This design comes from an exercise in tuning for small area and a short achievable clock period on the open sky130 flow, not from production work.
Where RTL was checked, it was by simulation tests only, not by an equivalence proof against the original.
Power and IR drop assume default switching activity.

==> v33 <==
// fpmul
module fpmul (
	input             clk,
	input      [31:0] X,
	input      [31:0] Y,
	output     [31:0] result,
	output reg        zero,
	output reg        underflow,
	output reg        overflow,
	output reg        nan
);
export LEC_CHECK = 0
export CAP_MARGIN = 20
export CORE_MARGIN = 2
export CORE_UTILIZATION = 40
export SETUP_SLACK_MARGIN = 3.5
export SLEW_MARGIN = 20
export SYNTH_HIERARCHICAL = 1
export SYNTH_MINIMUM_KEEP_SIZE = 0
create_clock -name core_clock -period 8.0 [get_ports {clk}]
standard.sh (not shown) runs the stock make flow with config.mk's settings and CLKGATE_MAP_FILE= SYNTH_SCRIPT=/design/flow/synth_recipe.tcl, a recipe that flattens the netlist after the stock synthesis.
==> flow/flow/run.sh <==
#!/bin/bash
export BUFFER_PORTS_ARGS="-buffer_cell sky130_fd_sc_hd__buf_1"
bash standard.sh > standard.log 2>&1
==> v30: changes against v33 <==
--- a/flow/design.v
+++ b/flow/design.v
@@ -747,15 +747,148 @@
 		wire [2:0] c = yb[3*i+3] ? ~yb[3*i+2:3*i] : yb[3*i+2:3*i];   
 		assign s1_d[i]  = ~c[2] & (c[1] ^ c[0]);
 		assign s2_d[i]  = (~c[2] & c[1] & c[0]) | (c[2] & ~c[1] & ~c[0]);
 		assign s3_d[i]  = c[2] & (c[1] ^ c[0]);
 		assign s4_d[i]  = c[2] & c[1] & c[0];
 		assign neg_d[i] = yb[3*i+3] & ~(&yb[3*i+2:3*i]);
 	end endgenerate
-	wire [25:0] x3_d = {2'b01, X[22:0]} + {1'b1, X[22:0], 1'b0};   
+	wire [23:0] mx = {1'b1, X[22:0]};
+	wire [24:1] x3p = {1'b0, mx[23:1]} ^ mx[23:0];   
+	wire [24:1] x3g = {1'b0, mx[23:1]} & mx[23:0];
+	wire xg0_1 = x3g[2] | (x3p[2] & x3g[1]);
+	wire xp0_1 = x3p[2] & x3p[1];
+	wire xg0_3 = x3g[4] | (x3p[4] & x3g[3]);
+	wire xp0_3 = x3p[4] & x3p[3];
+	wire xg0_5 = x3g[6] | (x3p[6] & x3g[5]);
+	wire xp0_5 = x3p[6] & x3p[5];
+	wire xg0_7 = x3g[8] | (x3p[8] & x3g[7]);
+	wire xp0_7 = x3p[8] & x3p[7];
+	wire xg0_9 = x3g[10] | (x3p[10] & x3g[9]);
+	wire xp0_9 = x3p[10] & x3p[9];
+	wire xg0_11 = x3g[12] | (x3p[12] & x3g[11]);
+	wire xp0_11 = x3p[12] & x3p[11];
+	wire xg0_13 = x3g[14] | (x3p[14] & x3g[13]);
+	wire xp0_13 = x3p[14] & x3p[13];
+	wire xg0_15 = x3g[16] | (x3p[16] & x3g[15]);
+	wire xp0_15 = x3p[16] & x3p[15];
+	wire xg0_17 = x3g[18] | (x3p[18] & x3g[17]);
+	wire xp0_17 = x3p[18] & x3p[17];
+	wire xg0_19 = x3g[20] | (x3p[20] & x3g[19]);
+	wire xp0_19 = x3p[20] & x3p[19];
+	wire xg0_21 = x3g[22] | (x3p[22] & x3g[21]);
+	wire xp0_21 = x3p[22] & x3p[21];
+	wire xg0_23 = x3g[24] | (x3p[24] & x3g[23]);
+	wire xp0_23 = x3p[24] & x3p[23];
+	wire xg1_2 = x3g[3] | (x3p[3] & xg0_1);
+	wire xp1_2 = x3p[3] & xp0_1;
+	wire xg1_3 = xg0_3 | (xp0_3 & xg0_1);
+	wire xp1_3 = xp0_3 & xp0_1;
+	wire xg1_6 = x3g[7] | (x3p[7] & xg0_5);
+	wire xp1_6 = x3p[7] & xp0_5;
+	wire xg1_7 = xg0_7 | (xp0_7 & xg0_5);
+	wire xp1_7 = xp0_7 & xp0_5;
+	wire xg1_10 = x3g[11] | (x3p[11] & xg0_9);
+	wire xp1_10 = x3p[11] & xp0_9;
+	wire xg1_11 = xg0_11 | (xp0_11 & xg0_9);
+	wire xp1_11 = xp0_11 & xp0_9;
+	wire xg1_14 = x3g[15] | (x3p[15] & xg0_13);
+	wire xp1_14 = x3p[15] & xp0_13;
+	wire xg1_15 = xg0_15 | (xp0_15 & xg0_13);
+	wire xp1_15 = xp0_15 & xp0_13;
+	wire xg1_18 = x3g[19] | (x3p[19] & xg0_17);
+	wire xp1_18 = x3p[19] & xp0_17;
+	wire xg1_19 = xg0_19 | (xp0_19 & xg0_17);
+	wire xp1_19 = xp0_19 & xp0_17;
+	wire xg1_22 = x3g[23] | (x3p[23] & xg0_21);
+	wire xp1_22 = x3p[23] & xp0_21;
+	wire xg1_23 = xg0_23 | (xp0_23 & xg0_21);
+	wire xp1_23 = xp0_23 & xp0_21;
+	wire xg2_4 = x3g[5] | (x3p[5] & xg1_3);
+	wire xp2_4 = x3p[5] & xp1_3;
+	wire xg2_5 = xg0_5 | (xp0_5 & xg1_3);
+	wire xp2_5 = xp0_5 & xp1_3;
+	wire xg2_6 = xg1_6 | (xp1_6 & xg1_3);
+	wire xp2_6 = xp1_6 & xp1_3;
+	wire xg2_7 = xg1_7 | (xp1_7 & xg1_3);
+	wire xp2_7 = xp1_7 & xp1_3;
+	wire xg2_12 = x3g[13] | (x3p[13] & xg1_11);
+	wire xp2_12 = x3p[13] & xp1_11;
+	wire xg2_13 = xg0_13 | (xp0_13 & xg1_11);
+	wire xp2_13 = xp0_13 & xp1_11;
+	wire xg2_14 = xg1_14 | (xp1_14 & xg1_11);
+	wire xp2_14 = xp1_14 & xp1_11;
+	wire xg2_15 = xg1_15 | (xp1_15 & xg1_11);
+	wire xp2_15 = xp1_15 & xp1_11;
+	wire xg2_20 = x3g[21] | (x3p[21] & xg1_19);
+	wire xp2_20 = x3p[21] & xp1_19;
+	wire xg2_21 = xg0_21 | (xp0_21 & xg1_19);
+	wire xp2_21 = xp0_21 & xp1_19;
+	wire xg2_22 = xg1_22 | (xp1_22 & xg1_19);
+	wire xp2_22 = xp1_22 & xp1_19;
+	wire xg2_23 = xg1_23 | (xp1_23 & xg1_19);
+	wire xp2_23 = xp1_23 & xp1_19;
+	wire xg3_8 = x3g[9] | (x3p[9] & xg2_7);
+	wire xp3_8 = x3p[9] & xp2_7;
+	wire xg3_9 = xg0_9 | (xp0_9 & xg2_7);
+	wire xp3_9 = xp0_9 & xp2_7;
+	wire xg3_10 = xg1_10 | (xp1_10 & xg2_7);
+	wire xp3_10 = xp1_10 & xp2_7;
+	wire xg3_11 = xg1_11 | (xp1_11 & xg2_7);
+	wire xp3_11 = xp1_11 & xp2_7;
+	wire xg3_12 = xg2_12 | (xp2_12 & xg2_7);
+	wire xp3_12 = xp2_12 & xp2_7;
+	wire xg3_13 = xg2_13 | (xp2_13 & xg2_7);
+	wire xp3_13 = xp2_13 & xp2_7;
+	wire xg3_14 = xg2_14 | (xp2_14 & xg2_7);
+	wire xp3_14 = xp2_14 & xp2_7;
+	wire xg3_15 = xg2_15 | (xp2_15 & xg2_7);
+	wire xp3_15 = xp2_15 & xp2_7;
+	wire xg4_16 = x3g[17] | (x3p[17] & xg3_15);
+	wire xp4_16 = x3p[17] & xp3_15;
+	wire xg4_17 = xg0_17 | (xp0_17 & xg3_15);
+	wire xp4_17 = xp0_17 & xp3_15;
+	wire xg4_18 = xg1_18 | (xp1_18 & xg3_15);
+	wire xp4_18 = xp1_18 & xp3_15;
+	wire xg4_19 = xg1_19 | (xp1_19 & xg3_15);
+	wire xp4_19 = xp1_19 & xp3_15;
+	wire xg4_20 = xg2_20 | (xp2_20 & xg3_15);
+	wire xp4_20 = xp2_20 & xp3_15;
+	wire xg4_21 = xg2_21 | (xp2_21 & xg3_15);
+	wire xp4_21 = xp2_21 & xp3_15;
+	wire xg4_22 = xg2_22 | (xp2_22 & xg3_15);
+	wire xp4_22 = xp2_22 & xp3_15;
+	wire xg4_23 = xg2_23 | (xp2_23 & xg3_15);
+	wire xp4_23 = xp2_23 & xp3_15;
+	wire [25:0] x3_d;   
+	assign x3_d[0] = mx[0];
+	assign x3_d[1] = x3p[1];
+	assign x3_d[2] = x3p[2] ^ x3g[1];
+	assign x3_d[3] = x3p[3] ^ xg0_1;
+	assign x3_d[4] = x3p[4] ^ xg1_2;
+	assign x3_d[5] = x3p[5] ^ xg1_3;
+	assign x3_d[6] = x3p[6] ^ xg2_4;
+	assign x3_d[7] = x3p[7] ^ xg2_5;
+	assign x3_d[8] = x3p[8] ^ xg2_6;
+	assign x3_d[9] = x3p[9] ^ xg2_7;
+	assign x3_d[10] = x3p[10] ^ xg3_8;
+	assign x3_d[11] = x3p[11] ^ xg3_9;
+	assign x3_d[12] = x3p[12] ^ xg3_10;
+	assign x3_d[13] = x3p[13] ^ xg3_11;
+	assign x3_d[14] = x3p[14] ^ xg3_12;
+	assign x3_d[15] = x3p[15] ^ xg3_13;
+	assign x3_d[16] = x3p[16] ^ xg3_14;
+	assign x3_d[17] = x3p[17] ^ xg3_15;
+	assign x3_d[18] = x3p[18] ^ xg4_16;
+	assign x3_d[19] = x3p[19] ^ xg4_17;
+	assign x3_d[20] = x3p[20] ^ xg4_18;
+	assign x3_d[21] = x3p[21] ^ xg4_19;
+	assign x3_d[22] = x3p[22] ^ xg4_20;
+	assign x3_d[23] = x3p[23] ^ xg4_21;
+	assign x3_d[24] = x3p[24] ^ xg4_22;
+	assign x3_d[25] = xg4_23;
 	wire [8:0] esum_d = {1'b0, X[30:23]} + {1'b0, Y[30:23]};
 	wire       zero_d = (X[30:0] == 31'd0) | (Y[30:0] == 31'd0);
 	reg  [22:0] xm_q;
 	reg  [25:1] x3_q;
 	reg  [7:0]  s1_q, s2_q, s3_q, s4_q, neg_q;
 	reg  [8:0]  esum_q;
 	reg         zero_q, sign_q;
CTS_BUF_LIST = sky130_fd_sc_hd__clkbuf_8   (was default)
TNS_END_PERCENT = 0   (was default)
==> comparison table <==
Result of the run: v33 timing/DRC/antenna clean; v30 timing/DRC/antenna clean
Crit-path slowest cell: v33 a2111o_2; v30 dfxtp_2
Met2 track utilization from global routing: v33 0.380; v30 0.372
Overall Power: v33 10.0 mW; v30 9.51 mW
Share of power burned in combinational logic: v33 0.749; v30 0.756
Average routed wire per standard cell: v33 23.6 um; v30 23.6 um
Int Power: v33 5.40 mW; v30 5.03 mW
Filler instances: v33 4483; v30 4368
Total wire length: v33 59800 um; v30 57800 um
Leakage power: v33 8.15 nW; v30 7.65 nW
Area after DPL: v33 0.0194 mm^2; v30 0.0189 mm^2
Largest net degree at the start of global routing: v33 29; v30 28
Number of buffers added for setup after CTS: v33 9; v30 3
Post-cts resize count: v33 19; v30 29
Clock transition at path regs: v33 0.08 ns; v30 0.10 ns
DRC violation total after the first TritonRoute iteration: v33 1541; v30 1802
Die X: v33 220 um; v30 217 um
Initial antenna violation count: v33 3; v30 0
Initial Util: v33 0.403; v30 0.403
Final Cycle Share: v33 0.565; v30 0.557
No functional check of the RTL was part of v33.

-- what the ideal ports hide --
In the flow no input, the clock included, has a driving cell. The finished layouts below were timed again as built, in two steps. Step 1: set_driving_cell puts a clkbuf_16 on clk and a buf_2 on each other input, an assumption about the parent block. Step 2, shift: input delay + t, output delay - t, t = (earliest + latest rising clock arrival at the registers) / 2. This alone moves slack from input paths to output paths. a / b / c = ideal / step 1 / step 2; a / b = the first two.
run	shift t [ns]	setup slack, ns	slew at the worst register clock pin (ns)
v33	0.514	3.482 / 3.430 / 3.407	0.08 / 0.08
v30	0.565	3.541 / 3.534 / 3.541	0.12 / 0.12
After both steps every run listed still meets setup and hold. The setup slack of v33, which loses most, moves by -0.052 ns with the drivers and by -0.075 ns with both steps.
